This design comes from an exercise in tuning for small area on the open sky130 flow, not from production work.
RTL that was checked went through simulation tests only; none was proved equivalent to the original.
For run 1, only the layout was checked, not whether the RTL still works.
Power is estimated from default activity; no workload was simulated.

==> flow/design.v <==
module uart_rx (
    input  wire       clk,
    input  wire       rst,
    input  wire       rx,
    output reg  [7:0] data,
    output reg        valid
);
    reg [3:0] rs;
    reg [8:0] tq;       
    wire [8:0] tmr = tq ^ 9'h0AA;
    wire idle = (rs == 4'd1);
    wire hit = (tmr == 9'h093);
    always @(posedge clk) begin
        tq <= (idle ? 9'h1B2 : hit ? 9'h1FF : {tmr[7:0], tmr[8] ^ tmr[4]}) ^ 9'h0AA;
        if (rs[3] && hit) data <= {rx, data[7:1]};
    end
    always @(posedge clk) begin
        if (rst) begin
            valid <= 1'b0;
            rs <= 4'd1;
        end else begin
            valid <= (rs == 4'd0) && hit;
            if (idle) begin
                if (!rx) rs <= 4'd7;
            end else if (hit) begin
                if (rs == 4'd7 && rx) rs <= 4'd1;
                else rs <= rs + 4'd1;
            end
        end
    end
endmodule
module uart_rx_cmd (
    input  wire       clk,
    input  wire       rst,
    input  wire       rx,
    output reg  [2:0] cls,
    output reg        valid
);
    reg [3:0] rs;
    reg [8:0] tq;       
    wire [8:0] tmr = tq ^ 9'h0AA;
    reg [3:0] lo;
    reg ok;
    wire idle = (rs == 4'd1);
    wire hit = (tmr == 9'h093);
    wire g6 = (lo == 4'h8) | (lo == 4'h3) | (lo == 4'hD) | (lo == 4'h5);
    wire g3 = (lo[3:1] == 3'd0);
    reg want;
    always @(*) begin
        case (rs[1:0])
            2'd0: want = ~g6;
            2'd1: want = 1'b1;
            2'd2: want = ~g3;
            default: want = 1'b0;
        endcase
    end
    always @(*) begin
        if (!ok) cls = 3'd0;
        else case (lo)
            4'h0: cls = 3'd1;
            4'h1: cls = 3'd2;
            4'h2: cls = 3'd3;
            4'h8: cls = 3'd4;
            4'h3: cls = 3'd5;
            4'hD: cls = 3'd6;
            4'h5: cls = 3'd7;
            default: cls = 3'd0;
        endcase
    end
    always @(posedge clk) begin
        tq <= (idle ? 9'h1B2 : hit ? 9'h1FF : {tmr[7:0], tmr[8] ^ tmr[4]}) ^ 9'h0AA;
        if (rs[3] && hit) begin
            if (!rs[2]) begin
                lo <= {rx, lo[3:1]};
                ok <= 1'b1;
            end else if (rx != want) ok <= 1'b0;
        end
    end
    always @(posedge clk) begin
        if (rst) begin
            valid <= 1'b0;
            rs <= 4'd1;
        end else begin
            valid <= (rs == 4'd0) && hit;
            if (idle) begin
                if (!rx) rs <= 4'd7;
            end else if (hit) begin
                if (rs == 4'd7 && rx) rs <= 4'd1;
                else rs <= rs + 4'd1;
            end
        end
    end
endmodule
module firepi_top (
    input  clk_50mhz,
    input  rst,  
    input  uart_rx,  
    output uart_tx,
    input  uart1_rx,  
    output uart1_tx,
    output led_out,  
    output led_solved  
);
    wire clk = clk_50mhz;
    reg [8:0] pc;        
    always @(posedge clk) pc <= pc + 9'd1;
    wire [4:0] ph = pc[4:0];
    wire [3:0] bk = pc[8:5];
    wire [3:0] ph4 = ph[3:0];
    wire lowh = ~ph[4];
    wire k0   = (ph == 5'd0);
    wire kend = (ph == 5'd31);
    localparam [21:0] DINV = 22'h2AAAAA;
    localparam [15:0] LINV = 16'hAAAA;
    reg [21:0] dbq;      
    reg blink;           
    wire [21:0] dbs = dbq ^ DINV;
    wire dbz = (dbs[20:0] == 21'd0);
    always @(posedge clk) begin
        if (rst) begin
            dbq <= 22'd1 ^ DINV;
            blink <= 1'b0;
        end else begin
            dbq <= {dbs[20:0], dbs[21] ^ dbs[20] ^ dbz} ^ DINV;
            if (dbz && !dbs[21]) blink <= ~blink;
        end
    end
    reg [15:0] lfq;      
    wire [15:0] lfsr = lfq ^ LINV;
    always @(posedge clk)
        if (rst) lfq <= 16'hACE1 ^ LINV;
        else lfq <= {lfsr[14:0], lfsr[15] ^ lfsr[13] ^ lfsr[12] ^ lfsr[10]} ^ LINV;
    wire [7:0] rxd1;
    wire [2:0] cls;      
    wire rxv0, rxv1;
    uart_rx_cmd u_rx0 (.clk(clk), .rst(rst), .rx(uart_rx), .cls(cls), .valid(rxv0));
    uart_rx u_rx1 (.clk(clk), .rst(rst), .rx(uart1_rx), .data(rxd1), .valid(rxv1));
    reg [15:0] a0, a1, a2, a3;    
    reg [15:0] b0, b1, b2, b3;    
    reg        gbuf;              
    reg [31:0] acc;               
    wire [3:0] ap = {a3[0], a2[0], a1[0], a0[0]};
    wire [3:0] bp = {b3[0], b2[0], b1[0], b0[0]};
    reg  [3:0] ain, bin;
    reg        accin;
    always @(posedge clk) begin
        a0 <= {ain[0], a0[15:1]};
        a1 <= {ain[1], a1[15:1]};
        a2 <= {ain[2], a2[15:1]};
        a3 <= {ain[3], a3[15:1]};
        b0 <= {bin[0], b0[15:1]};
        b1 <= {bin[1], b1[15:1]};
        b2 <= {bin[2], b2[15:1]};
        b3 <= {bin[3], b3[15:1]};
        acc <= {accin, acc[31:1]};
    end
    localparam S_IDLE = 4'd0, S_D1 = 4'd1, S_D2 = 4'd2, S_D3 = 4'd3,
               S_A1   = 4'd4, S_A2 = 4'd5, S_RDX = 4'd6, S_AP = 4'd7,
               S_TX   = 4'd8;
    localparam L_NONE = 3'd0, L_SWX = 3'd1, L_SW13 = 3'd3, L_SW23 = 3'd2,
               L_H0 = 3'd4, L_H1 = 3'd5, L_MEAS = 3'd6;
    reg [3:0] st;
    reg processing, green, meas;
    reg [3:0] tbyte, tslot;
    reg [8:0] tq;        
    wire [8:0] tmr = tq ^ 9'h0AA;
    reg txr, nb;
    wire tend = (tmr == 9'h093);
    reg fr;
    reg [3:0] idx;       
    wire [3:0] nidx = idx + 4'd1;
    reg ready;
    reg wpend, wact;
    reg blkp, bact, bcopy, fwd;
    reg [1:0] o;
    reg [2:0] lop;
    reg lact;
    reg [1:0] sub, hi;
    reg carry, prev, mcur, mnext, ep, eq;
    reg [13:0] rr;
    localparam [15:0] C4 = 16'd46344;    
    wire isH  = lop[2] & ~lop[1];
    wire h1   = lop[0];
    wire isM  = lop[2] & lop[1];
    wire isSW = ~lop[2] & lop[1];
    wire mv   = isH | isSW;              
    wire st0  = mv & (sub == 2'd0);
    wire st1  = mv & (sub == 2'd1);
    wire [1:0] hp = hi[0] ? (h1 ? 2'd1 : 2'd2) : 2'd0;
    wire [1:0] hq = hi[0] ? 2'd3 : (h1 ? 2'd2 : 2'd1);
    wire hornH = isH & (sub == 2'd3);
    wire mhorn = isM & (sub == 2'd1);
    wire madd  = isM & (sub == 2'd2);
    wire horn = hornH | mhorn;
    wire [3:0] j = ~bk;
    wire bfirst = (bk == 4'd0);
    wire blast = (bk == 4'd15);
    wire [3:0] nj = ~(bk + 4'd1);
    wire [1:0] tring;
    wire [1:0] xsel = isM ? (madd ? {2{ph[4]}} : hi) :
                      ((sub == 2'd1) | (sub[1] & hi[1])) ? hq : hp;
    wire [1:0] qsel = !lact ? tring : isM ? hi : hq;
    wire xr = ap[xsel];
    wire qr = ap[qsel];
    wire ext = (isH & hi[1]) ? eq : ep;
    wire xk = lowh ? xr : ext;
    wire mbit = isH ? C4[j] : mcur;
    wire neg = mhorn & bfirst;
    wire first = bfirst & horn;
    wire accp = acc[0];
    wire pm = mbit & xk;
    wire [15:0] rpos = {rr[1:0], 2'b00, rr[13:2]};
    wire injb = (ph < 5'd14) ? 1'b0 : (ph >= 5'd28) ? 1'b1 : rpos[ph[3:0]];
    wire fa_a = st0 ? (isH & xr) : (st1 | madd) ? accp :
                (horn & ~first & ~k0) ? prev : 1'b0;
    wire fa_b = st0 ? qr : st1 ? (isH & ~xr) :
                madd ? ((hi == 2'd0) ? injb : xr) : (neg ? ~pm : pm);
    wire cin = k0 ? ((st1 & isH) | neg) : carry;
    wire sum = fa_a ^ fa_b ^ cin;
    wire cout = (fa_a & fa_b) | (cin & (fa_a ^ fa_b));
    wire we_x = lact & (((st0 | st1) & lowh) | (hornH & blast & ~lowh) | madd);
    wire blkreq = (st == S_AP) | ((st == S_IDLE) & ~ready & rxv0 & (cls == 3'd3));
    wire [3:0] wk = idx;
    wire wdat = rxd1[ph4[2:0]];
    integer g;
    always @(*) begin
        for (g = 0; g < 4; g = g + 1) begin
            bin[g] = (wact && lowh && wk[2:1] == g && ph4[3] == ~wk[0]) ? wdat : bp[g];
            if (bact && lowh)
                ain[g] = bcopy ? bp[g] : ((o == g) && (ph4 == 4'd14));
            else if (we_x && xsel == g)
                ain[g] = sum;
            else
                ain[g] = ap[g];
        end
        accin = accp;
        if (lact && horn) accin = sum;
        else if (lact && st0 && lowh) accin = xr;
    end
    reg [7:0] cbyte;
    always @(*) begin
        case (tbyte[2:0])
            3'd7: cbyte = 8'hAA;
            3'd0: cbyte = {7'b0, green};
            3'd2: cbyte = {7'b0011000, o[1]};
            3'd3: cbyte = meas ? {7'b0011000, o[0]} : 8'h4B;
            3'd4: cbyte = 8'h0D;
            3'd5: cbyte = 8'h0A;
            default: cbyte = 8'h00;
        endcase
    end
    wire [2:0] nd = tslot[2:0];                   
    wire ampbyte = tbyte[3];
    assign tring = tbyte[2:1];
    wire tcap = ~ampbyte | (ph4 == {~tbyte[0], nd});
    wire ans = ~tbyte[3] & (tbyte[2:1] == 2'b01 || tbyte[2:1] == 2'b10);
    assign uart1_tx = txr | ans;
    assign uart_tx  = txr | ~ans;
    assign led_solved = (!processing) && green;
    assign led_out = processing ? blink : (!green);
    always @(posedge clk) begin
        tq <= ((st != S_TX) ? 9'h1A4 : tend ? ((tslot == 4'd9) ? 9'h1A4 : 9'h1FF) :
               {tmr[7:0], tmr[8] ^ tmr[4]}) ^ 9'h0AA;
        if (st != S_TX) tslot <= 4'd15;
        else if (tend) tslot <= (tslot == 4'd9) ? 4'd15 : tslot + 4'd1;
        if (!tslot[3] && tcap)
            nb <= ampbyte ? qr : cbyte[nd];
    end
    always @(posedge clk) begin
        if (rst) begin
            st <= S_IDLE;
            processing <= 1'b0;
            green <= 1'b1;
            txr <= 1'b1;
            fr <= 1'b0;
            ready <= 1'b0;
            blkp <= 1'b1;
            bcopy <= 1'b0;
            bact <= 1'b0;
            o <= 2'd0;
            lop <= L_NONE;
            lact <= 1'b0;
        end else begin
            if (rxv1) begin
                if (!fr) begin
                    if (rxd1 == 8'hAA) begin idx <= 4'd15; fr <= 1'b1; end
                end else begin
                    if (nidx == 4'd8) gbuf <= rxd1[0];
                    if (nidx == 4'd9) begin ready <= 1'b1; fr <= 1'b0; end
                    idx <= nidx;
                end
            end
            if (st == S_AP) ready <= 1'b0;
            case (st)
                S_IDLE: begin
                    processing <= 1'b0;
                    if (ready) begin
                        processing <= 1'b1;
                        st <= S_AP;
                    end else if (rxv0) begin
                        processing <= 1'b1;
                        case (cls)
                            3'd3: begin      
                                green <= 1'b1; meas <= 1'b0; tbyte <= 4'd3;
                                blkp <= 1'b1; bcopy <= 1'b0; o <= 2'd0;
                                st <= S_D2;
                            end
                            3'd4: begin      
                                green <= 1'b0; meas <= 1'b0; tbyte <= 4'd3;
                                lop <= L_H0; st <= S_A1;
                            end
                            3'd5: begin      
                                green <= 1'b0; meas <= 1'b0; tbyte <= 4'd3;
                                lop <= L_SWX; st <= S_A1;
                            end
                            3'd6: begin      
                                green <= 1'b1; meas <= 1'b1; tbyte <= 4'd7;
                                lop <= L_MEAS; st <= S_D3;
                            end
                            3'd7: begin      
                                meas <= 1'b0; tbyte <= 4'd7;
                                st <= S_D1;
                            end
                            default: st <= S_RDX;
                        endcase
                    end
                end
                S_AP: begin
                    green <= gbuf;
                    blkp <= 1'b1;
                    bcopy <= 1'b1;
                    fwd <= wpend;    
                    st <= S_IDLE;
                end
                S_RDX: st <= S_IDLE;
                S_A1: if (rxv0) begin
                    if (lop[2]) begin
                        lop <= (cls == 3'd1) ? L_H0 : (cls == 3'd2) ? L_H1 : L_NONE;
                        st <= S_D1;
                    end else begin
                        lop <= (cls == 3'd1) ? L_SW13 : (cls == 3'd2) ? L_SW23 : L_SWX;
                        st <= S_A2;
                    end
                end
                S_A2: if (rxv0) begin
                    if (!((lop == L_SW13 && cls == 3'd2) || (lop == L_SW23 && cls == 3'd1)))
                        lop <= L_NONE;
                    st <= S_D1;
                end
                S_D3: st <= S_D2;
                S_D2: begin
                    rr <= ~lfsr[13:0];
                    st <= S_D1;
                end
                S_D1: st <= S_TX;
                S_TX: begin
                    if (tend) begin
                        if (tslot == 4'd15) txr <= 1'b0;
                        else if (!tslot[3]) txr <= nb;
                        else if (tslot == 4'd8) txr <= 1'b1;
                        else begin
                            if (tbyte == 4'd5) st <= S_IDLE;
                            else if (tbyte == 4'd1 && !meas) tbyte <= 4'd3;
                            else tbyte <= tbyte + 4'd1;
                        end
                    end
                end
                default: st <= S_IDLE;
            endcase
            if (kend) begin
                bact <= blkp & ~(bcopy & fwd & wpend);
                if (blkp && !blkreq && !(bcopy && fwd && wpend)) blkp <= 1'b0;
                if (!blkp && lop != L_NONE && !lact && st != S_A1 && st != S_A2) begin
                    lact <= 1'b1;
                    sub <= 2'd0; hi <= {1'b0, lop[1] & ~lop[2]};
                end
            end
            if (lact && kend) begin
                mcur <= mnext;
                if (isSW) begin
                    sub <= 2'd1;
                    if (sub[0]) begin lop <= L_NONE; lact <= 1'b0; end
                end else if (isH) begin
                    case (sub)
                        2'd0: sub <= 2'd1;
                        2'd1: sub <= 2'd2;
                        2'd2: if (blast) sub <= 2'd3;
                        2'd3: if (blast) begin
                            hi[1] <= ~hi[1];
                            if (hi[1]) begin
                                sub <= 2'd0;
                                hi[0] <= 1'b1;
                                if (hi[0]) begin lop <= L_NONE; lact <= 1'b0; end
                            end
                        end
                    endcase
                end else if (isM) begin
                    if (sub == 2'd0) begin
                        if (blast) sub <= 2'd1;
                    end else if (sub == 2'd1) begin
                        if (blast) sub <= 2'd2;
                    end else begin
                        sub <= 2'd0;
                        if (!sum || hi == 2'd2) begin
                            o <= sum ? 2'd3 : hi;
                            lop <= L_NONE; lact <= 1'b0;
                            blkp <= 1'b1; bcopy <= 1'b0;
                        end else hi <= hi + 2'd1;
                    end
                end
            end
        end
    end
    always @(posedge clk) begin
        if (rxv1 && fr && !nidx[3]) wpend <= 1'b1;
        else if (kend) wpend <= 1'b0;
        if (kend) wact <= wpend;
        else if (ph == 5'd15) wact <= 1'b0;
    end
    always @(posedge clk) begin
        carry <= cout;
        prev <= accp;
        if (lact && ph == 5'd15) begin
            if (st0 && isH) ep <= fa_a ^ fa_b ^ cout;
            if (st1 && isH) eq <= fa_a ^ fa_b ^ cout;
            if (isM) ep <= xr;
        end
        if (lact && isM && lowh && ph4 == nj) mnext <= qr;
    end
endmodule
==> flow/run.sh <==
#!/bin/bash
# synth_recipe.tcl (not shown) runs the flow's synth.tcl, then flattens the netlist and writes it again
# the make line also repeats each setting of config.mk as NAME=value (left out here)
make -C /OpenROAD-flow-scripts/flow DESIGN_CONFIG=/design/flow/config.mk WORK_HOME=/design/flow/orfs CLKGATE_MAP_FILE= SYNTH_SCRIPT=/design/flow/synth_recipe.tcl finish
==> flow/config.mk <==
export PLATFORM = sky130hd
export DESIGN_NAME = firepi_top
export DESIGN_NICKNAME = firepi_top
export VERILOG_FILES = /design/flow/design.v
export SDC_FILE = /design/flow/constraint.sdc
export NUM_CORES = 4
export LEC_CHECK = 0
export ABC_AREA = 1
export CAP_MARGIN = 20
export CORE_MARGIN = 2
export CORE_UTILIZATION = 40
export CTS_BUF_LIST = sky130_fd_sc_hd__clkbuf_16
export CTS_CLUSTER_DIAMETER = 120
export CTS_CLUSTER_SIZE = 24
export SLEW_MARGIN = 20
==> flow/constraint.sdc <==
create_clock -name core_clock -period 20.0 [get_ports {clk_50mhz}]
set_input_delay 4.0000 -clock core_clock [delete_from_list [all_inputs] [get_ports {clk_50mhz}]]
set_output_delay 4.0000 -clock core_clock [all_outputs]
set_load 0.01 [all_outputs]
==> impl_metrics.tcl, run 1 <==
set metrics [dict create \
    outcome "complete, no violations" \
    gp_congestion 0.9082 \
    fin_tns_setup_ns 0 \
    cts.sinks 318 \
    p_int_uw 902.3 \
    wl_mm 19.77 \
    layoutNonFillerInstCount 1484 \
    synth.mux.area_fraction_pct 0.09096 \
    num_vias 7222 \
    post_cts_buffers 0 \
    worst_hold_path_type "register to register" \
    critPathRequiredTime_ns 16.00 \
    synthSimpleGateAreaFrac_pct 17.06 \
    final_max_slew_viol_count 0 \
    comb_power_share_pct 13.2 \
    ys_warn_count 3 \
    seqPwrFrac_pct 58.1 \
    htree_levels 1 \
    clock_latency_ns 0.50 \
    synth_compound_area_share_pct 8.403 \
    maxCapViolCount 0 \
    switchingPower_uw 328.3 \
    grt_use_total_pct 14.16 \
    drt_iter0_drc 587 \
    worst_pin_slew_ns 0.8532 \
    highest_layer "met4" \
    synth_seq_cells 318 \
    portBuffers 7 \
    cts_tree "built" \
    ys_seq_area_share_pct 62.22 \
    antenna_found_initial 0 \
    p_sw_share_pct 26.68 \
    relSlewSlack_pct 42.59 \
    min_period_ns 6.024 \
    cts_buffer_depth 3 \
    finalSetupViolCount 0 \
    die_h_um 169.9 \
    final_net_count 1176 \
    wl_met2_mm 8.255 \
    syn_inst 1129 \
    core_area_um2 26950 \
    leakage_nw 4.933 \
    synth_top_family_by_area "simple AND/OR/NAND/NOR gates" \
    numCtsBuffers 17 \
    dr.pass1.iters 5 \
    synth_xor_area_share_pct 2.308 \
    final.fill_count 2594 \
    grt-ovfl-total 0 \
    path_cells "ha_1 -> nand2_1 -> nand2_1 -> clkdlybuf4s50_1" \
    placedCellCount 1459 \
    root_buffer "clkbuf_16" \
    slowest_delay_ns 0.53 \
    wl_met3_um 790 \
    startpoint_type "register" \
    hold_viol_final 0 \
    clk_pin_slew_ns 0.10 \
    synth_nets 1168 \
    grt_pass1_vias 6755 \
    antenna_cells 0 \
    worst-setup-path-type "register to output port" \
    met1_length_mm 10.24 \
    async_flop_share_pct 0 \
    hold_ws_ns 0.3212 \
    hpwlAfterDp_mm 13.89 \
    die_area_um2 28850 \
    drcViolationCount 0 \
    worstPathArrival_ns 2.02 \
    end_kind "output port" \
    cp_slowest_cell "edfxtp_1" \
    syn_area_um2 11000 \
    area_delta_synth_final_pct 8.119 \
    clkPwrFrac_pct 28.7 \
    ir_drop_mv 0.06879 \
    synthAdderAreaFrac_pct 4.116 \
    ys.flop_type "dfxtp_1" \
    row_count 60 \
    syn_avg_cell_area_um2 9.747 \
    ant_nets 0 \
    synth_cell_types 52 \
    grt_pass1_wl_mm 33.60 \
    cts_hold_buf 0 \
    start_util_pct 40.83 \
    rsz0062_at_grt "false" \
    crit_top_cell "nand2_1" \
    crit_path_max_fanout 9 \
    period_share_pct 30.12 \
    p_per_area_nw_per_um2 103.4 \
    wl_per_cell_um 13.32 \
    synth-edff-count 48 \
    cts_resized 0 \
    fin_skew_ns 0.02237 \
    die_x_um 169.9 \
    pin_count 8 \
    fmax_mhz 166.0 \
    avgViaCountPerCell 4.867 \
    final_layout_size_suffix_gt1_share_pct 5.074 \
    grt_max_degree 42 \
]
power by group through the flow:
stage / clock network [mW] / registers, mW / logic, mW
after detailed placement: 0 / 0.730 / 0.163
after CTS: 0.368 / 0.716 / 0.163
after floorplan: 0 / 0.723 / 0.128
final: 0.353 / 0.715 / 0.162
after global placement: 0 / 0.730 / 0.161
after global routing: 0.392 / 0.722 / 0.191
layout make-up:
cell class                 count  area, um2  share of cell area (%)
tap                          341      426.7                   3.586
timing repair buffer           9      85.08                  0.7151
clock buffer                  17      425.4                   3.576
clock inverter                 8      46.29                  0.3891
inverter                     145      546.8                   4.596
multi-input combinational    646       3521                   29.59
sequential                   318       6847                   57.55
layer usage:
| layer | global-route usage, % | up-vias |
|---|---|---|
| met5 | 0 | - |
| met4 | 4.013 | 0 |
| met3 | 2.047 | 31 |
| met2 | 21.47 | 128 |
| met1 | 21.03 | 3351 |
| li1 | - | 3712 |
flip-flops by register name, summed over array words and instances (netlist names), 14 cells and up:
name and count:
acc 32, dbq 22, a0 16, a1 16, a2 16, a3 16
b0 16, b1 16, b2 16, b3 16, lfq 16, rr 14
Yosys cell counts (all sizes together) (8+ instances only):
| cell | instances | area [um2] |
|---|---|---|
| buf | 8 | 46.29 |
| nand2 | 180 | 718.2 |
| nor2 | 109 | 424.2 |
| nor4 | 8 | 50.05 |
| clkbuf | 12 | 46.29 |
| o211ai | 10 | 75.07 |
| xnor2 | 10 | 87.58 |
| nand4 | 27 | 175.2 |
| edfxtp | 48 | 1441 |
| inv | 143 | 539.3 |
| nor3 | 19 | 95.09 |
| o21ai | 72 | 364.1 |
| a21oi | 58 | 294.0 |
| ha | 33 | 412.9 |
| nand3 | 60 | 325.3 |
| dfxtp | 270 | 5405 |
| xor2 | 19 | 166.4 |
placed cells by master, fill, tap and decap left out, drive strengths merged, types with 2 or more instances in the layout:
cell / synthesis / routed
nor4b: 2 / 2
dfxtp: 270 / 270
o21ai: 72 / 72
nor3b: 2 / 2
nor4: 8 / 8
o22ai: 3 / 3
a31oi: 4 / 4
clkinv: 2 / 2
a21oi: 58 / 58
nand2: 180 / 180
clkdlybuf4s50: 0 / 7
xor2: 19 / 19
nand4: 27 / 27
o211ai: 10 / 10
nor3: 19 / 19
o31ai: 3 / 3
or2: 7 / 7
fa: 2 / 2
buf: 8 / 2
a211oi: 2 / 2
o221ai: 2 / 2
o2111ai: 2 / 2
ha: 33 / 33
inv: 143 / 151
a22oi: 2 / 2
nor2: 109 / 109
edfxtp: 48 / 48
clkbuf: 12 / 17
xnor2: 10 / 10
nand3: 60 / 60
o311ai: 3 / 3
path summary, 6_finish.rpt:
path | end | cells past startpoint | slack [ns] | from
setup / recovery | uart1_tx | 4 | 13.98 | tbyte[2]
hold / removal | b1[0] | 0 | 0.32 | b1[1]
setup reg to reg | hi[1] | 14 | 16.16 | lop[2]
hold reg to reg | b1[0] | 0 | 0.32 | b1[1]
stage by stage:
stage	setup slack [ns]	utilization, %	cell area [um2]	total power [mW]
final	13.98	44.15	11900	1.231
after CTS	13.96	44.14	11900	1.247
after detailed placement	13.87	42.39	11420	0.8929
after global routing	13.90	44.15	11900	1.304
after global placement	13.96	42.39	11420	0.8905
after floorplan	14.79	-	11000	0.8508
kinds of logic (layout without fill, tap and decap cells):
family / count (synthesis) / count (layout)
simple gates: 416 / 416
mux: 1 / 1
compound gates: 165 / 165
fa+ha+maj: 35 / 35
flops: 318 / 318
xor+xnor: 29 / 29
buf+inv: 165 / 179
worst max-delay path: cells and delay by family (launching register included):
kind          cells  cell delay [ns]
fa+ha+maj         1             0.36
buf+inv           1             0.52
flops             1             0.53
simple gates      2             0.11
==> inputs of run 2 (changes only) <==
--- a/flow/design.v
+++ b/flow/design.v
@@ -192,10 +192,9 @@
     wire mhorn = isM & (sub == 2'd1);
     wire madd  = isM & (sub == 2'd2);
     wire horn = hornH | mhorn;
-    wire [3:0] j = ~bk;
-    wire bfirst = (bk == 4'd0);
-    wire blast = (bk == 4'd15);
-    wire [3:0] nj = ~(bk + 4'd1);
+    wire [3:0] j = 4'd0 - bk;
+    wire bfirst = (bk == 4'd1);
+    wire blast = (bk == 4'd0);
     wire [1:0] tring;
     wire [1:0] xsel = isM ? (madd ? {2{ph[4]}} : hi) :
                       ((sub == 2'd1) | (sub[1] & hi[1])) ? hq : hp;
@@ -425,6 +424,6 @@
             if (st1 && isH) eq <= fa_a ^ fa_b ^ cout;
             if (isM) ep <= xr;
         end
-        if (lact && isM && lowh && ph4 == nj) mnext <= qr;
+        if (lact && isM && lowh && ph4 == ~bk) mnext <= qr;
     end
 endmodule
==> flow/config.mk (replaced) <==
export PLATFORM = sky130hd
export DESIGN_NAME = firepi_top
export DESIGN_NICKNAME = firepi_top
export VERILOG_FILES = /design/flow/design.v
export SDC_FILE = /design/flow/constraint.sdc
export NUM_CORES = 4
export LEC_CHECK = 0
export ABC_AREA = 1
export CAP_MARGIN = 0
export CORE_MARGIN = 2
export CORE_UTILIZATION = 40
export CTS_BUF_LIST = sky130_fd_sc_hd__clkbuf_8
export CTS_CLUSTER_DIAMETER = 80
export CTS_CLUSTER_SIZE = 14
export SLEW_MARGIN = 0
==> impl_metrics.tcl, run 2 <==
set metrics [dict create \
    outcome "complete, no violations" \
    min_period_ns 6.107 \
    htree_levels 1 \
    relSlewSlack_pct 25.67 \
    synth_seq_cells 318 \
    hpwlAfterDp_mm 13.95 \
    row_count 60 \
    syn_avg_cell_area_um2 9.744 \
    period_share_pct 30.53 \
    drcViolationCount 0 \
    clk_pin_slew_ns 0.10 \
    startpoint_type "register" \
    grt_pass1_wl_mm 33.55 \
    cts_buffer_depth 3 \
    die_x_um 169.8 \
    ys_warn_count 3 \
    root_buffer "clkbuf_8" \
    yosys-top-cells-area "dfxtp_1, edfxtp_1, nand2_1" \
    start_util_pct 40.78 \
    portBuffers 7 \
    synth-edff-count 48 \
    numCtsBuffers 27 \
    seqPwrFrac_pct 60.4 \
    fmax_mhz 163.8 \
    ir_drop_mv 0.06626 \
    hold_depth 0 \
    ys.flop_type "dfxtp_1" \
    antenna_cells 0 \
    pin_count 8 \
    die_h_um 169.8 \
    switchingPower_uw 315.3 \
    cts_tree "built" \
    worstPathArrival_ns 2.11 \
    die_area_um2 28820 \
    dr.pass1.iters 5 \
    ant_nets 0 \
    crit_path_max_fanout 9 \
    cts_hold_buf 0 \
    finalSetupViolCount 0 \
    area_delta_synth_final_pct 7.854 \
    synth_cell_types 51 \
    reg2reg_depth 16 \
    comb_power_share_pct 11.7 \
    mostFrequentLayoutCell "dfxtp_1" \
    rsz0062_at_grt "false" \
    layoutNonFillerInstCount 1499 \
    yosysTopAreaCell "dfxtp_1" \
    largest_register_ffs 32 \
    synthDominantCellAreaShare_pct 49.17 \
    grt_use_total_pct 14.24 \
    synth_commonest_cells "dfxtp_1, nand2_1, inv_1" \
    gp_congestion 0.8962 \
    fin_skew_ns 0.02492 \
    worst_hold_path_type "register to register" \
    syn_inst 1128 \
    synth_nets 1164 \
    layout_common_cells "dfxtp_1, nand2_1, inv_1, nor2_1, o21ai_0" \
    leakage_nw 4.892 \
    maxCapViolCount 0 \
    clock_latency_ns 0.58 \
    core_area_um2 26950 \
    wl_mm 19.99 \
    final.fill_count 2549 \
    end_kind "output port" \
    hold_viol_final 0 \
    post_cts_buffers 0 \
    finalPower_mw 1.177 \
    seqCellArea_um2 6847 \
    final_net_count 1182 \
    critPathRequiredTime_ns 16.00 \
    largest_register "acc" \
    syn_area_um2 10990 \
    antenna_found_initial 0 \
    placedCellCount 1458 \
    cts_resized 0 \
    p_per_area_nw_per_um2 99.30 \
    final_layout_size_suffix_gt1_share_pct 6.390 \
    grt_pass1_vias 6996 \
    yosysMostFrequentCell "dfxtp_1" \
    drt_iter0_drc 485 \
    fin_tns_setup_ns 0 \
    p_sw_share_pct 26.79 \
    clkPwrFrac_pct 27.9 \
    reg_top3 "acc (32), dbq (22)" \
    wl_per_cell_um 13.34 \
    async_flop_share_pct 0 \
    worst_pin_slew_ns 1.111 \
    num_vias 7315 \
    cts.sinks 318 \
    avgViaCountPerCell 4.880 \
    grt-ovfl-total 0 \
    p_int_uw 861.8 \
    ys_seq_area_share_pct 62.29 \
    multiInputGateArea_um2 3513 \
    grt_max_degree 40 \
    worst-setup-path-type "register to output port" \
    final_max_slew_viol_count 0 \
]
==> run 2: changes by cell type in the layout (fill, tap and decap cells not counted), sizes merged, moves of 4 or more <==
cell and delta:
inv +5, clkbuf +10, nand3 -4, a21oi -4
nand2 +10
==> run 2: routing by layer <==
layer	wire (um)	vias to the layer above	global-route usage, %
met2	8562	146	22.54
li1	-	3715	-
met1	10200	3422	20.30
met4	376	0	3.902
met3	853	32	2.215
met5	0	-	0
==> run 2: worst paths after layout <==
check,slack (ns),endpoint,start
max,13.89,uart1_tx,tbyte[2]
min,0.32,a1[14],a1[15]
max reg2reg,16.02,lop[1],lop[2]
min reg2reg,0.32,a1[14],a1[15]
==> run 2: kinds of logic after synthesis <==
group,after synthesis,synth area share (%)
and+or+nand+nor,427,17.61
DFF,318,62.29
buffers and inverters,163,5.748
AOI/OAI and AO/OA,159,8.196
adders and majority gates,32,3.779
xor gates and xnor gates,26,2.072
muxes,3,0.3073
==> run 2: power groups by stage <==
stage / clock (mW) / combinational [mW] / sequential [mW]
floorplan: 0 / 0.109 / 0.719
global placement: 0 / 0.136 / 0.725
detailed placement: 0 / 0.139 / 0.725
CTS: 0.345 / 0.140 / 0.711
global route: 0.371 / 0.161 / 0.715
finish: 0.328 / 0.138 / 0.711
==> run 2: area by class of cell <==
class | instances | share of cell area, %
Sequential cell | 318 | 57.75
Multi-Input combinational cell | 647 | 29.64
Inverter | 143 | 4.528
Tap cell | 341 | 3.599
Clock buffer | 27 | 3.135
Timing Repair Buffer | 9 | 0.7177
Clock inverter | 14 | 0.6332
==> run 2: stage by stage <==
step | hold slack [ns] | setup WS [ns] | util, % | area (um2)
final | 0.3184 | 13.89 | 43.99 | 11860
after detailed placement | 0.3121 | 13.99 | 42.33 | 11410
after global routing | 0.3361 | 13.79 | 43.99 | 11860
after CTS | 0.3239 | 13.85 | 43.99 | 11860
after global placement | 0.3104 | 14.02 | 42.33 | 11410
after floorplan | 0.3096 | 14.79 | - | 10990
==> run 2: critical path: stages (launching register included) <==
cell and delay [ns]:
edfxtp_1 0.53, ha_1 0.37, nand2_1 0.06, nand2_1 0.05, clkdlybuf4s50_1 0.52
==> inputs of run 3 (changes only) <==
--- a/flow/config.mk
+++ b/flow/config.mk
@@ -8,8 +8,9 @@
 export ABC_AREA = 1
 export CAP_MARGIN = 0
 export CORE_MARGIN = 2
-export CORE_UTILIZATION = 40
+export CORE_UTILIZATION = 60
 export CTS_BUF_LIST = sky130_fd_sc_hd__clkbuf_8
 export CTS_CLUSTER_DIAMETER = 80
 export CTS_CLUSTER_SIZE = 14
+export PLACE_DENSITY = 0.7
 export SLEW_MARGIN = 0
==> impl_metrics.tcl, run 3 <==
set metrics [dict create \
    p_int_uw 867.0 \
    syn_inst 1128 \
    use_met3_pct 3.751 \
    htree_levels 1 \
    drt_iter0_drc 538 \
    ys_warn_count 3 \
    largest_register "acc" \
    synth_nets 1164 \
    hold_ws_ns 0.3065 \
    yosys-top-cells-area "dfxtp_1, edfxtp_1, nand2_1" \
    min_period_ns 6.106 \
    start_util_pct 61.19 \
    yosysMostFrequentCell "dfxtp_1" \
    portBuffers 7 \
    dr.pass1.iters 5 \
    clk_pin_slew_ns 0.11 \
    hpwlAfterDp_mm 13.39 \
    layout_common_cells "dfxtp_1, nand2_1, inv_1, nor2_1, o21ai_0" \
    busiest_layer "met2" \
    syn_area_um2 10990 \
    die_x_um 139.4 \
    ir_drop_mv 0.08868 \
    antenna_cells 0 \
    numCtsBuffers 26 \
    maxCapViolCount 0 \
    mostFrequentLayoutCell "dfxtp_1" \
    cts_hold_buf 0 \
    cp-startpoint "tbyte[2]" \
    worstReg2RegEnd "hi[1]" \
    synth-edff-count 48 \
    gp_congestion 0.9410 \
    synthDominantCellAreaShare_pct 49.17 \
    p_per_area_nw_per_um2 100.2 \
    crit_path_max_fanout 9 \
    final_net_count 1181 \
    use_met1_pct 28.96 \
    reg_top3 "acc (32), dbq (22)" \
    cts_tree "built" \
    clkPwrFrac_pct 27.6 \
    final_layout_size_suffix_gt1_share_pct 6.234 \
    r2r_slack_ns 15.91 \
    synth_cell_types 51 \
    startpoint_type "register" \
    cts.sinks 318 \
    ant_nets 0 \
    worst_pin_slew_ns 1.040 \
    pin_count 8 \
    switchingPower_uw 305.8 \
    fmax_mhz 163.8 \
    rsz0062_at_grt "false" \
    use_met2_pct 30.29 \
    finalSetupViolCount 0 \
    row_count 49 \
    fin_tns_setup_ns 0 \
    antenna_found_initial 0 \
    largest_register_ffs 32 \
    syn_avg_cell_area_um2 9.744 \
    root_buffer "clkbuf_8" \
    grt_use_total_pct 19.69 \
    wl_mm 19.12 \
    synth_commonest_cells "dfxtp_1, nand2_1, inv_1" \
    drcViolationCount 0 \
    final_max_slew_viol_count 0 \
    yosysTopAreaCell "dfxtp_1" \
    num_vias 7325 \
    r2r-start "lop[2]" \
    grt_pass1_wl_mm 31.80 \
    period_share_pct 30.53 \
    die_area_um2 19420 \
    grt_max_degree 40 \
    end_kind "output port" \
    fin_skew_ns 0.03478 \
    cp-endpoint "uart1_tx" \
    cts_resized 0 \
    cts_buffer_depth 3 \
    worst-setup-path-type "register to output port" \
    grt-ovfl-total 0 \
    core_area_um2 17960 \
    reg2reg_depth 15 \
    clock_latency_ns 0.58 \
    hold_viol_final 0 \
    worst_hold_path_type "register to register" \
    outcome "complete, no violations" \
    async_flop_share_pct 0 \
    post_cts_buffers 0 \
    worstPathArrival_ns 2.11 \
    synth_seq_cells 318 \
    p_sw_share_pct 26.07 \
    comb_power_share_pct 11.7 \
    ys_seq_area_share_pct 62.29 \
    avgViaCountPerCell 5.293 \
    critPathRequiredTime_ns 16.00 \
    die_h_um 139.4 \
    leakage_nw 4.880 \
    seqPwrFrac_pct 60.6 \
    ys.flop_type "dfxtp_1" \
    area_delta_synth_final_pct 6.466 \
    finalPower_mw 1.173 \
    grt_pass1_vias 6676 \
    wl_per_cell_um 13.81 \
    relSlewSlack_pct 30.44 \
]
-- run 3: cell counts after synthesis --
Identical to the previous run, type by type.
-- run 3: per-stage QoR --
| step | utilization, % | setup slack (ns) | cells | cell area [um2] |
|---|---|---|---|---|
| finish | 65.15 | 13.89 | 1384 | 11700 |
| global route | 65.15 | 13.77 | 1384 | 11700 |
| CTS | 65.15 | 13.86 | 1384 | 11700 |
| detailed placement | 62.73 | 14.00 | 1346 | 11270 |
| global placement | 62.73 | 14.03 | 1346 | 11270 |
| floorplan | - | 14.79 | 1128 | 10990 |
-- run 3: worst max-delay path, cell delays in order, from the launching register on --
cell and delay (ns):
edfxtp_1 0.54, ha_1 0.37, nand2_1 0.06, nand2_1 0.05, clkdlybuf4s50_1 0.52
-- run 3: area by class of cell --
class,instances,area (um2)
repair buffers,9,85.08
inverters,143,536.8
clock inverters,12,76.32
multi-input cells,647,3513
clock buffers,26,357.8
well taps,229,286.5
fillers,1529,6261
flip-flops and latches,318,6847
-- run 3: how the worst min path moves through the flow --
stage               startpoint      to  slack (ns)  cells after the start
floorplan                a0[1]   a0[0]        0.31                      0
global placement        acc[9]  acc[8]        0.31                      0
detailed placement      a1[12]  a1[11]        0.31                      0
CTS                      b3[2]   b3[1]        0.32                      0
global route             b3[2]   b3[1]        0.33                      0
finish                   b0[3]   b0[2]        0.31                      0
-- run 3: metal layers --
metal	up-vias	routed length (um)
met5	-	0
met4	0	347
met3	32	1199
met2	199	8224
met1	3365	9347
li1	3729	-
-- run 3: power by group through the flow --
stage / clock network, mW / logic [mW] / registers, mW
floorplan: 0 / 0.109 / 0.719
global placement: 0 / 0.135 / 0.725
detailed placement: 0 / 0.138 / 0.726
CTS: 0.335 / 0.138 / 0.711
global route: 0.360 / 0.161 / 0.716
finish: 0.324 / 0.138 / 0.711
-- run 3: cell families after synthesis --
kind of cell / count (synthesis) / synth area share (%)
flops: 318 / 62.29
mux: 3 / 0.3073
compound gates: 159 / 8.196
fa+ha+maj: 32 / 3.779
xor+xnor: 26 / 2.072
buf+inv: 163 / 5.748
simple gates: 427 / 17.61
==> inputs of run 4 (changes only) <==
--- a/flow/config.mk
+++ b/flow/config.mk
@@ -6,11 +6,10 @@
 export NUM_CORES = 4
 export LEC_CHECK = 0
 export ABC_AREA = 1
-export CAP_MARGIN = 0
+export CAP_MARGIN = 20
 export CORE_MARGIN = 2
-export CORE_UTILIZATION = 60
+export CORE_UTILIZATION = 40
 export CTS_BUF_LIST = sky130_fd_sc_hd__clkbuf_8
 export CTS_CLUSTER_DIAMETER = 80
 export CTS_CLUSTER_SIZE = 14
-export PLACE_DENSITY = 0.7
-export SLEW_MARGIN = 0
+export SLEW_MARGIN = 20
==> impl_metrics.tcl, run 4 <==
set metrics [dict create \
    outcome "complete, no violations" \
    finalSetupViolCount 0 \
    placedInstanceArea_um2 11410 \
    ys_warn_count 3 \
    cts_tree "built" \
    drt_iter0_drc 485 \
    pin_count 8 \
    synth_commonest_cells "dfxtp_1, nand2_1, inv_1" \
    reg_top3 "acc (32), dbq (22)" \
    hold_viol_final 0 \
    seqCellArea_um2 6847 \
    cts_buffer_depth 3 \
    ir_drop_mv 0.06627 \
    grt_use_total_pct 14.24 \
    wl_per_cell_um 13.34 \
    antenna_found_initial 0 \
    synth_cell_types 51 \
    crit_family "flip-flops" \
    start_util_pct 40.78 \
    async_flop_share_pct 0 \
    relSlewSlack_pct 46.06 \
    crit_path_max_fanout 9 \
    highest_layer "met4" \
    cts_hold_buf 0 \
    crit_buf_inv 1 \
    p_int_uw 861.8 \
    final_layout_size_suffix_gt1_share_pct 6.477 \
    grt-ovfl-total 0 \
    die_area_um2 28820 \
    htree_levels 1 \
    slowest_delay_ns 0.53 \
    synth_nets 1164 \
    synth-edff-count 48 \
    switchingPower_uw 315.5 \
    mostFrequentLayoutCell "dfxtp_1" \
    row_count 60 \
    rsz0062_at_grt "false" \
    core_area_um2 26950 \
    worst_pin_slew_ns 0.8007 \
    final_net_count 1182 \
    syn_avg_cell_area_um2 9.744 \
    yosys-top-cells-area "dfxtp_1, edfxtp_1, nand2_1" \
    final_max_slew_viol_count 0 \
    die_h_um 169.8 \
    fin_skew_ns 0.02412 \
    syn_inst 1128 \
    leakage_nw 4.891 \
    dr.pass1.iters 6 \
    wl_met2_mm 8.556 \
    end_kind "output port" \
    met1_length_mm 10.22 \
    grt_pass1_wl_mm 33.55 \
    numCtsBuffers 27 \
    worstPathArrival_ns 2.11 \
    cp_slowest_cell "edfxtp_1" \
    synthDominantCellAreaShare_pct 49.17 \
    cts.sinks 318 \
    worst-setup-path-type "register to output port" \
    layoutNonFillerInstCount 1499 \
    num_vias 7310 \
    path_cells "ha_1 -> nand2_1 -> nand2_1 -> clkdlybuf4s50_1" \
    layout_common_cells "dfxtp_1, nand2_1, inv_1, nor2_1, o21ai_0" \
    synth_seq_cells 318 \
    portBuffers 7 \
    clkPwrFrac_pct 27.9 \
    drcViolationCount 0 \
    maxCapViolCount 0 \
    p_per_area_nw_per_um2 99.29 \
    die_x_um 169.8 \
    crit_top_cell "nand2_1" \
    yosysMostFrequentCell "dfxtp_1" \
    multiInputGateArea_um2 3516 \
    ant_nets 0 \
    p_sw_share_pct 26.80 \
    wl_met3_um 843 \
    worst_hold_path_type "register to register" \
    antenna_cells 0 \
    comb_power_share_pct 11.8 \
    min_period_ns 6.107 \
    yosysTopAreaCell "dfxtp_1" \
    hpwlAfterDp_mm 13.95 \
    critPathRequiredTime_ns 16.00 \
    root_buffer "clkbuf_8" \
    fmax_mhz 163.7 \
    period_share_pct 30.54 \
    area_delta_synth_final_pct 7.877 \
    syn_area_um2 10990 \
    largest_register_ffs 32 \
    largest_register "acc" \
    startpoint_type "register" \
    utilization_pct 44.00 \
    fin_tns_setup_ns 0 \
    clk_pin_slew_ns 0.10 \
    grt_max_degree 40 \
    wl_mm 20.00 \
    post_cts_buffers 0 \
    placedCellCount 1458 \
    seqPwrFrac_pct 60.4 \
    final.fill_count 2550 \
    final_area_um2 11860 \
    avgViaCountPerCell 4.877 \
    grt_pass1_vias 6996 \
    cts_resized 0 \
    ys_seq_area_share_pct 62.29 \
    gp_congestion 0.8962 \
    clock_latency_ns 0.58 \
    ys.flop_type "dfxtp_1" \
]
run 4: cell counts after synthesis:
No cell type changed its count.
run 4: area by class of cell:
type                       instances  area share (%)
clock buffer                      27           3.134
timing repair buffer               9          0.7175
inverter                         143           4.527
clock inverter                    14          0.6331
multi-input combinational        647           29.65
sequential                       318           57.74
tap                              341           3.598
run 4: metrics by stage:
stage	setup slack [ns]	hold WS (ns)	power [mW]
after floorplan	14.79	0.3096	0.8274
after global placement	14.02	0.3104	0.8616
after detailed placement	13.99	0.3121	0.8640
after CTS	13.85	0.3239	1.195
after global routing	13.79	0.3361	1.247
final	13.89	0.3184	1.177
run 4: final timing paths:
check	cells past startpoint	slack, ns	to	start
max reg2reg	16	16.00	lop[1]	lop[2]
max	4	13.89	uart1_tx	tbyte[2]
min	0	0.32	a1[14]	a1[15]
min reg2reg	0	0.32	a1[14]	a1[15]
run 4: layer usage:
metal | global-route usage, % | vias up
met5 | 0 | -
met4 | 3.902 | 0
met3 | 2.215 | 34
met2 | 22.54 | 140
met1 | 20.30 | 3423
li1 | - | 3713
run 4: power by group through the flow:
stage          clock (mW)  sequential [mW]  combinational, mW
2_1_floorplan           0            0.719              0.109
3_5_place_dp            0            0.725              0.139
5_1_grt             0.371            0.715              0.161
6_report            0.328            0.711              0.138
3_3_place_gp            0            0.725              0.136
4_1_cts             0.345            0.711              0.140
run 4: cells by family after synthesis:
logic type | Yosys count | synth area share [%]
buffers and inverters | 163 | 5.748
XOR/XNOR | 26 | 2.072
multiplexers | 3 | 0.3073
AND/OR/NAND/NOR | 427 | 17.61
adder cells (fa/ha/maj) | 32 | 3.779
AO/OA/AOI/OAI | 159 | 8.196
flip-flops | 318 | 62.29
==> inputs of run 5 (changes only) <==
--- a/flow/config.mk
+++ b/flow/config.mk
@@ -10,6 +10,6 @@
 export CORE_MARGIN = 2
 export CORE_UTILIZATION = 40
 export CTS_BUF_LIST = sky130_fd_sc_hd__clkbuf_8
-export CTS_CLUSTER_DIAMETER = 80
-export CTS_CLUSTER_SIZE = 14
+export CTS_CLUSTER_DIAMETER = 50
+export CTS_CLUSTER_SIZE = 16
 export SLEW_MARGIN = 20
==> impl_metrics.tcl, run 5 <==
set metrics [dict create \
    outcome "complete, no violations" \
    hold_depth 0 \
    syn_inst 1128 \
    synth.mux.area_fraction_pct 0.3073 \
    synth_cell_types 51 \
    hold_ws_ns 0.3238 \
    cp-startpoint "tbyte[2]" \
    final_layout_size_suffix_gt1_share_pct 7.725 \
    numCtsBuffers 29 \
    crit_path_max_fanout 9 \
    cp-endpoint "uart1_tx" \
    grt-ovfl-total 0 \
    die_h_um 169.8 \
    worst_slack_ns 13.89 \
    p_per_area_nw_per_um2 101.9 \
    path_cells "ha_1 -> nand2_1 -> nand2_1 -> clkdlybuf4s50_1" \
    min_period_ns 6.111 \
    grt_use_total_pct 14.11 \
    yosysMostFrequentCell "dfxtp_1" \
    die_x_um 169.8 \
    reg_top3 "acc (32), dbq (22)" \
    worst_hold_path_type "register to register" \
    placedCellCount 1458 \
    relSlewSlack_pct 48.94 \
    maxCapViolCount 0 \
    worstReg2RegEnd "lop[1]" \
    startpoint_type "register" \
    hold_viol_final 0 \
    ys_warn_count 3 \
    grt_max_degree 40 \
    row_count 60 \
    post_cts_buffers 0 \
    ys_seq_area_share_pct 62.29 \
    slowest_delay_ns 0.53 \
    grt_pass1_wl_mm 33.28 \
    worst_pin_slew_ns 0.7563 \
    largest_register "acc" \
    reg2reg_depth 16 \
    finalPower_mw 1.220 \
    clk_pin_slew_ns 0.09 \
    r2r_slack_ns 16.02 \
    synth_commonest_cells "dfxtp_1, nand2_1, inv_1" \
    final_net_count 1184 \
    final_area_um2 11970 \
    antenna_cells 0 \
    async_flop_share_pct 0 \
    crit_buf_inv 1 \
    antenna_found_initial 0 \
    portBuffers 7 \
    synth_seq_cells 318 \
    worstPathArrival_ns 2.11 \
    syn_avg_cell_area_um2 9.744 \
    worst-setup-path-type "register to output port" \
    layoutNonFillerInstCount 1506 \
    cts.sinks 318 \
    layout_common_cells "dfxtp_1, nand2_1, inv_1, nor2_1, o21ai_0" \
    final_max_slew_viol_count 0 \
    yosys-top-cells-area "dfxtp_1, edfxtp_1, nand2_1" \
    multiInputGateArea_um2 3516 \
    mostFrequentLayoutCell "dfxtp_1" \
    finalSetupViolCount 0 \
    root_buffer "clkbuf_8" \
    synth_xor_area_share_pct 2.072 \
    ant_nets 0 \
    cts_tree "built" \
    synth-edff-count 48 \
    fin_skew_ns 0.01565 \
    synth_nets 1164 \
    die_area_um2 28820 \
    cts_buffer_depth 3 \
    final.fill_count 2537 \
    r2r-start "lop[2]" \
    end_kind "output port" \
    start_util_pct 40.78 \
    synthSimpleGateAreaFrac_pct 17.61 \
    area_delta_synth_final_pct 8.913 \
    syn_area_um2 10990 \
    pin_count 8 \
    avgViaCountPerCell 4.829 \
    cts_resized 0 \
    drt_iter0_drc 459 \
    fin_tns_setup_ns 0 \
    cp.depth 4 \
    grt_pass1_vias 6954 \
    fmax_mhz 163.6 \
    synthDominantCellAreaShare_pct 49.17 \
    wl_mm 19.80 \
    ir_drop_mv 0.07009 \
    gp_congestion 0.8962 \
    period_share_pct 30.55 \
    dr.pass1.iters 6 \
    hp-start "a1[6]" \
    post-place-ws_ns 13.99 \
    utilization_pct 44.42 \
    hpwlAfterDp_mm 13.95 \
    critPathRequiredTime_ns 16.00 \
    largest_register_ffs 32 \
    crit_family "flip-flops" \
    placedInstanceArea_um2 11410 \
    core_area_um2 26950 \
    cts_hold_buf 0 \
    ys.flop_type "dfxtp_1" \
    yosysTopAreaCell "dfxtp_1" \
    leakage_nw 4.921 \
    clock_latency_ns 0.59 \
    seqCellArea_um2 6847 \
    num_vias 7272 \
    wl_per_cell_um 13.15 \
    drcViolationCount 0 \
    crit_top_cell "nand2_1" \
    rsz0062_at_grt "false" \
    synthAdderAreaFrac_pct 3.779 \
    cp_slowest_cell "edfxtp_1" \
    synth_top_family_by_area "simple AND/OR/NAND/NOR gates" \
    synth_compound_area_share_pct 8.196 \
    htree_levels 1 \
]
-- run 5: cell counts after synthesis --
Identical to the previous run, type by type.
-- run 5: worst register-to-register path, stage by stage, from the launching register on --
cell and delay (ns):
dfxtp_1 0.43, ha_1 0.47, inv_1 0.25, o21ai_0 0.20, o22ai_1 0.11, o21ai_0 0.63, nor2_1 0.15, inv_1 0.09
nand2_1 0.07, fa_1 0.57, nor2_1 0.15, inv_1 0.07, nand3_1 0.09, o21ai_0 0.09, nand3_1 0.09, o311ai_0 0.25
a21oi_1 0.20
-- run 5: power by group --
group | total (mW) | switching (mW) | internal, mW | leakage, nW
sequential | 0.711 | 0.0252 | 0.685 | 2.61
combinational | 0.138 | 0.0891 | 0.0489 | 2.02
clock | 0.372 | 0.222 | 0.149 | 0.300
-- run 5: worst min-delay path by stage --
stage,to,slack (ns)
after detailed placement,acc[23],0.31
after floorplan,a0[0],0.31
after global placement,a3[13],0.31
after global routing,a2[0],0.33
final,a1[5],0.32
after CTS,a1[5],0.32
-- run 5: cell type report --
cell class | count | share of cell area (%)
clock buffers | 30 | 3.449
multi-input cells | 647 | 29.37
clock inverters | 18 | 1.233
flip-flops and latches | 318 | 57.19
well taps | 341 | 3.564
repair buffers | 9 | 0.7107
inverters | 143 | 4.484
-- run 5: logic make-up after synthesis --
family          count (synthesis)
compound gates                159
xor+xnor                       26
fa+ha+maj                      32
buf+inv                       163
flops                         318
mux                             3
simple gates                  427
-- run 5: per-layer routing --
layer / track usage, % / wire [um] / vias to the layer above
met1: 19.93 / 10060 / 3374
met5: 0 / 0 / -
met2: 22.31 / 8485 / 131
met3: 2.519 / 844 / 35
met4: 3.902 / 416 / 0
li1: - / - / 3732
==> inputs of run 6 (changes only) <==
--- a/flow/design.v
+++ b/flow/design.v
@@ -176,7 +176,7 @@
     reg [2:0] lop;
     reg lact;
     reg [1:0] sub, hi;
-    reg carry, prev, mcur, mnext, ep, eq;
+    reg carry, prev, mcur, ep, eq;
     reg [13:0] rr;
     localparam [15:0] C4 = 16'd46344;    
     wire isH  = lop[2] & ~lop[1];
@@ -207,7 +207,7 @@
     wire neg = mhorn & bfirst;
     wire first = bfirst & horn;
     wire accp = acc[0];
-    wire pm = mbit & xk;
+    wire pm = (isM & ~lowh) ? ep : (mbit & xk);
     wire [15:0] rpos = {rr[1:0], 2'b00, rr[13:2]};
     wire injb = (ph < 5'd14) ? 1'b0 : (ph >= 5'd28) ? 1'b1 : rpos[ph[3:0]];
     wire fa_a = st0 ? (isH & xr) : (st1 | madd) ? accp :
@@ -375,7 +375,6 @@
                 end
             end
             if (lact && kend) begin
-                mcur <= mnext;
                 if (isSW) begin
                     sub <= 2'd1;
                     if (sub[0]) begin lop <= L_NONE; lact <= 1'b0; end
@@ -422,8 +421,8 @@
         if (lact && ph == 5'd15) begin
             if (st0 && isH) ep <= fa_a ^ fa_b ^ cout;
             if (st1 && isH) eq <= fa_a ^ fa_b ^ cout;
-            if (isM) ep <= xr;
+            if (isM) ep <= xr & mcur;
         end
-        if (lact && isM && lowh && ph4 == ~bk) mnext <= qr;
+        if (lact && isM && !lowh && ph4 == ~bk) mcur <= qr;
     end
 endmodule
--- a/flow/config.mk
+++ b/flow/config.mk
@@ -8,8 +8,9 @@
 export ABC_AREA = 1
 export CAP_MARGIN = 20
 export CORE_MARGIN = 2
-export CORE_UTILIZATION = 40
+export CORE_UTILIZATION = 60
 export CTS_BUF_LIST = sky130_fd_sc_hd__clkbuf_8
-export CTS_CLUSTER_DIAMETER = 50
-export CTS_CLUSTER_SIZE = 16
+export CTS_CLUSTER_DIAMETER = 80
+export CTS_CLUSTER_SIZE = 14
+export PLACE_DENSITY = 0.7
 export SLEW_MARGIN = 20
==> impl_metrics.tcl, run 6 <==
set metrics [dict create \
    critPathRequiredTime_ns 16.00 \
    die_area_um2 19260 \
    r2r-start "pc[0]" \
    yosys-top-cells-area "dfxtp_1, edfxtp_1, nand2_1" \
    utilization_pct 64.89 \
    ys.flop_type "dfxtp_1" \
    post-place-ws_ns 13.69 \
    gp_congestion 0.9530 \
    avgViaCountPerCell 5.252 \
    reg_top3 "acc (32), dbq (22)" \
    grt_pass1_vias 6947 \
    synth_commonest_cells "dfxtp_1, nand2_1, inv_1" \
    core_area_um2 17900 \
    largest_register "acc" \
    worstReg2RegEnd "lop[0]" \
    synthDominantCellAreaShare_pct 49.59 \
    synth-edff-count 47 \
    clock_latency_ns 0.58 \
    hold_ws_ns 0.3173 \
    hp-start "b2[8]" \
    fin_tns_setup_ns 0 \
    grt_pass1_wl_mm 33.00 \
    worst-setup-path-type "register to output port" \
    leakage_nw 4.812 \
    grt_use_total_pct 20.40 \
    die_x_um 138.8 \
    r2r_slack_ns 15.60 \
    final_max_slew_viol_count 0 \
    final_layout_size_suffix_gt1_share_pct 5.157 \
    syn_area_um2 10900 \
    worstPathArrival_ns 2.08 \
    antenna_found_initial 0 \
    fin_skew_ns 0.02282 \
    cts_buffer_depth 3 \
    cts_hold_buf 0 \
    hold_path_end "b2[7]" \
    finalPower_mw 1.181 \
    wl_mm 19.24 \
    area_delta_synth_final_pct 6.578 \
    ys_warn_count 3 \
    hold_viol_final 0 \
    ir_drop_mv 0.09926 \
    portBuffers 7 \
    cts_resized 0 \
    worst_hold_path_type "register to register" \
    clk_pin_slew_ns 0.09 \
    start_util_pct 60.88 \
    synth_seq_cells 317 \
    ant_nets 0 \
    rsz0062_at_grt "false" \
    dr.pass1.iters 4 \
    grt_max_degree 42 \
    die_h_um 138.8 \
    cts_tree "built" \
    startpoint_type "register" \
    synth_cell_types 54 \
    drcViolationCount 0 \
    fmax_mhz 164.4 \
    layout_common_cells "dfxtp_1, nand2_1, inv_1, nor2_1, o21ai_0" \
    cp-startpoint "tbyte[2]" \
    wl_per_cell_um 14.02 \
    antenna_cells 0 \
    relSlewSlack_pct 33.04 \
    crit_path_max_fanout 9 \
    hpwlAfterDp_mm 13.50 \
    async_flop_share_pct 0 \
    maxCapViolCount 0 \
    ys_seq_area_share_pct 62.54 \
    grt-ovfl-total 0 \
    num_vias 7211 \
    final_net_count 1170 \
    drt_iter0_drc 450 \
    synth_nets 1154 \
    yosysMostFrequentCell "dfxtp_1" \
    worst_slack_ns 13.92 \
    cts.sinks 317 \
    yosysTopAreaCell "dfxtp_1" \
    finalSetupViolCount 0 \
    post_cts_buffers 0 \
    end_kind "output port" \
    root_buffer "clkbuf_8" \
    hold_depth 0 \
    pin_count 8 \
    reg2reg_depth 14 \
    numCtsBuffers 26 \
    mostFrequentLayoutCell "dfxtp_1" \
    largest_register_ffs 32 \
    period_share_pct 30.41 \
    worst_pin_slew_ns 0.9982 \
    syn_inst 1118 \
    min_period_ns 6.081 \
    row_count 49 \
    syn_avg_cell_area_um2 9.749 \
    outcome "complete, no violations" \
    htree_levels 1 \
    p_per_area_nw_per_um2 101.7 \
    final.fill_count 1465 \
]
-- run 6: through the flow --
step                      cells  area [um2]
after detailed placement   1335       11170
after global routing       1373       11620
final                      1373       11620
after global placement     1335       11170
after CTS                  1373       11620
after floorplan            1118       10900
-- run 6: cells by family (layout without fill, tap and decap cells) --
kind of cell / after synthesis / in the layout / share of synthesized area, %
AOI/OAI and AO/OA: 183 / 183 / 9.609
xor gates and xnor gates: 25 / 25 / 2.009
adders and majority gates: 32 / 32 / 3.811
buffers and inverters: 164 / 190 / 5.774
DFF: 317 / 317 / 62.54
and+or+nand+nor: 397 / 397 / 16.26
-- run 6: how the worst max path moves through the flow --
stage                     to  slack (ns)  depth (start not counted)
floorplan              rr[0]       14.79                          2
global placement      idx[1]       13.75                          5
detailed placement    idx[1]       13.69                          5
CTS                 uart1_tx       13.87                          4
global route          idx[1]       13.70                          5
finish              uart1_tx       13.92                          4
-- run 6: critical path, stage by stage (launching register included) --
cell and delay (ns):
edfxtp_1 0.53, ha_1 0.36, nand2_1 0.05, nand2_1 0.05, clkdlybuf4s50_1 0.52
-- run 6: per-layer routing --
| metal | up-vias | global-route usage, % | wire (um) |
|---|---|---|---|
| met2 | 163 | 32.02 | 8295 |
| li1 | 3693 | - | - |
| met4 | 0 | 5.316 | 408 |
| met5 | - | 0 | 0 |
| met3 | 32 | 3.557 | 818 |
| met1 | 3323 | 29.62 | 9720 |
-- run 6: final cells by class --
| cell class | count | area (um2) | share of cell area (%) |
|---|---|---|---|
| flip-flops and latches | 317 | 6817 | 58.68 |
| multi-input cells | 637 | 3453 | 29.73 |
| repair buffers | 8 | 77.57 | 0.6678 |
| clock buffers | 26 | 357.8 | 3.081 |
| clock inverters | 12 | 83.83 | 0.7217 |
| well taps | 229 | 286.5 | 2.467 |
| inverters | 144 | 540.5 | 4.653 |
-- run 6: report_power, final --
part	internal, mW	total (mW)	switching [mW]
logic	0.0494	0.141	0.0912
clock network	0.133	0.324	0.191
registers	0.688	0.716	0.0285
==> inputs of run 7 (changes only) <==
--- a/flow/config.mk
+++ b/flow/config.mk
@@ -8,9 +8,8 @@
 export ABC_AREA = 1
 export CAP_MARGIN = 20
 export CORE_MARGIN = 2
-export CORE_UTILIZATION = 60
+export CORE_UTILIZATION = 40
 export CTS_BUF_LIST = sky130_fd_sc_hd__clkbuf_8
 export CTS_CLUSTER_DIAMETER = 80
-export CTS_CLUSTER_SIZE = 14
-export PLACE_DENSITY = 0.7
+export CTS_CLUSTER_SIZE = 15
 export SLEW_MARGIN = 20
==> impl_metrics.tcl, run 7 <==
set metrics [dict create \
    yosysTopAreaCell "dfxtp_1" \
    ant_nets 0 \
    critPathRequiredTime_ns 16.00 \
    r2r_slack_ns 15.62 \
    reg_top3 "acc (32), dbq (22)" \
    grt_pass1_vias 6750 \
    utilization_pct 43.69 \
    worstPathArrival_ns 2.07 \
    wl_mm 19.59 \
    grt_use_total_pct 13.95 \
    rsz0062_at_grt "false" \
    row_count 60 \
    wl_met2_mm 8.455 \
    met1_length_mm 9.942 \
    portBuffers 7 \
    worst_hold_path_type "register to register" \
    maxCapViolCount 0 \
    grt_pass1_wl_mm 32.83 \
    hold_depth 0 \
    synth_nets 1154 \
    cts_buffer_depth 3 \
    synth_cell_types 54 \
    synthDominantCellAreaShare_pct 49.59 \
    leakage_nw 4.807 \
    mostFrequentLayoutCell "dfxtp_1" \
    cts.sinks 317 \
    area_delta_synth_final_pct 7.737 \
    synth_commonest_cells "dfxtp_1, nand2_1, inv_1" \
    num_vias 7185 \
    final.fill_count 2614 \
    synth_seq_cells 317 \
    highest_layer "met4" \
    reg2reg_depth 14 \
    async_flop_share_pct 0 \
    numCtsBuffers 25 \
    cts_tree "built" \
    clock_latency_ns 0.57 \
    antenna_cells 0 \
    yosys-top-cells-area "dfxtp_1, edfxtp_1, nand2_1" \
    largest_register_ffs 32 \
    largest_register "acc" \
    drcViolationCount 0 \
    grt-ovfl-total 0 \
    hold_viol_final 0 \
    finalSetupViolCount 0 \
    cts_resized 0 \
    wl_per_cell_um 13.20 \
    layout_common_cells "dfxtp_1, nand2_1, inv_1, nor2_1, o21ai_0" \
    startpoint_type "register" \
    clk_pin_slew_ns 0.11 \
    ys_warn_count 3 \
    ys.flop_type "dfxtp_1" \
    fin_skew_ns 0.02412 \
    htree_levels 1 \
    crit_path_max_fanout 9 \
    drt_iter0_drc 415 \
    final_max_slew_viol_count 0 \
    die_area_um2 28580 \
    path_cells "ha_1 -> nand2_1 -> nand2_1 -> clkdlybuf4s50_1" \
    syn_area_um2 10900 \
    core_area_um2 26880 \
    hpwlAfterDp_mm 13.73 \
    cp_slowest_cell "edfxtp_1" \
    pin_count 8 \
    relSlewSlack_pct 47.83 \
    final_net_count 1170 \
    die_x_um 169.1 \
    post_cts_buffers 0 \
    start_util_pct 40.55 \
    p_per_area_nw_per_um2 99.20 \
    hold_ws_ns 0.3092 \
    syn_inst 1118 \
    min_period_ns 6.066 \
    outcome "complete, no violations" \
    slowest_delay_ns 0.52 \
    synth-edff-count 47 \
    cts_hold_buf 0 \
    avgViaCountPerCell 4.842 \
    final_layout_size_suffix_gt1_share_pct 5.162 \
    ys_seq_area_share_pct 62.54 \
    gp_congestion 0.8687 \
    antenna_found_initial 0 \
    die_h_um 169.1 \
    yosysMostFrequentCell "dfxtp_1" \
    wl_met3_um 629 \
    period_share_pct 30.33 \
    grt_max_degree 42 \
    fmax_mhz 164.9 \
    syn_avg_cell_area_um2 9.749 \
    worst_pin_slew_ns 0.7814 \
    ir_drop_mv 0.06002 \
    fin_tns_setup_ns 0 \
    worst-setup-path-type "register to output port" \
    end_kind "output port" \
    root_buffer "clkbuf_8" \
    crit_top_cell "nand2_1" \
    dr.pass1.iters 4 \
]
-- run 7: cell types whose count changed in the layout (fill, tap and decap cells not counted), sizes merged --
cell	before	now
bufinv	1	0
inv	151	152
clkinv	4	3
clkbuf	26	25
buf	1	2
-- run 7: final cells by class --
cell class | count | area (um2) | area share [%]
Timing Repair Buffer | 9 | 105.1 | 0.8950
Sequential cell | 317 | 6817 | 58.05
Tap cell | 341 | 426.7 | 3.633
Inverter | 144 | 540.5 | 4.603
Clock buffer | 25 | 344.1 | 2.930
Multi-Input combinational cell | 637 | 3456 | 29.43
Clock inverter | 11 | 53.80 | 0.4582
-- run 7: final timing paths --
kind / start / end
worst max-delay path: tbyte[2] / uart1_tx
worst min-delay path: a3[15] / a3[14]
worst max register to register: pc[0] / lop[0]
worst min register to register: a3[15] / a3[14]
-- run 7: logic make-up after synthesis --
kind of cell / count (synthesis) / share of synthesized area (%)
buf+inv: 164 / 5.774
xor+xnor: 25 / 2.009
fa+ha+maj: 32 / 3.811
flops: 317 / 62.54
compound gates: 183 / 9.609
simple gates: 397 / 16.26
-- run 7: power by group --
group	switching (mW)	total, mW	internal [mW]
clock network	0.193	0.310	0.116
logic	0.0901	0.140	0.0499
registers	0.0277	0.715	0.688
-- run 7: worst max-delay path, delay by kind of cell (launching register included) --
family | cells | cell delay (ns)
adders and majority gates | 1 | 0.35
DFF | 1 | 0.52
and+or+nand+nor | 2 | 0.11
buffers and inverters | 1 | 0.52
-- run 7: per-stage QoR --
step	instances	power (mW)	setup WS, ns	instance area [um2]
5_1_grt	1484	1.231	13.80	11740
2_1_floorplan	1118	0.8330	14.79	10900
4_1_cts	1484	1.180	13.88	11740
3_3_place_gp	1447	0.8684	13.65	11310
6_report	1484	1.165	13.93	11740
3_5_place_dp	1448	0.8704	13.92	11340
-- run 7: metal layers --
metal,GRT usage [%],up-vias
li1,-,3695
met1,19.78,3349
met2,21.61,104
met3,2.198,37
met4,5.128,0
met5,0,-

-- port drivers added, routing unchanged --
No port has a modelled driver above. Below, the same layouts with a new extraction and two added sets of constraints.
Step 1, drivers: a clkbuf_16 drives clk_50mhz and a buf_2 each remaining input, both assumed.
Step 2 adds t to the input delays and takes it off the output delays; t is the mean of the earliest and latest rising clock arrival at the registers after step 1. Input paths then give back, and output paths get back, about the clock's delay inside the block.
Three values: ideal ports, drivers, drivers and shift; two values: the first two.
run	shift t [ns]	slack for setup (ns)	worst hold slack (ns)	pins driven straight from the clock port
run 1	0.540	13.976 / 13.930 / 13.899	0.321 / 0.321 / 0.321	1
run 2	0.615	13.893 / 13.847 / 14.001	0.318 / 0.318 / 0.318	1
run 3	0.598	13.894 / 13.853 / 14.000	0.306 / 0.306 / 0.306	1
run 4	0.615	13.893 / 13.846 / 13.999	0.318 / 0.318 / 0.318	1
run 5	0.630	13.889 / 13.843 / 14.015	0.324 / 0.324 / 0.324	1
run 6	0.601	13.919 / 13.883 / 13.343	0.317 / 0.317 / 0.317	1
run 7	0.601	13.934 / 13.890 / 13.986	0.309 / 0.309 / 0.309	1
After both steps setup and hold are still met in every run listed. The setup slack of run 6, which loses most, moves by -0.036 ns with the drivers and by -0.576 ns with both steps.
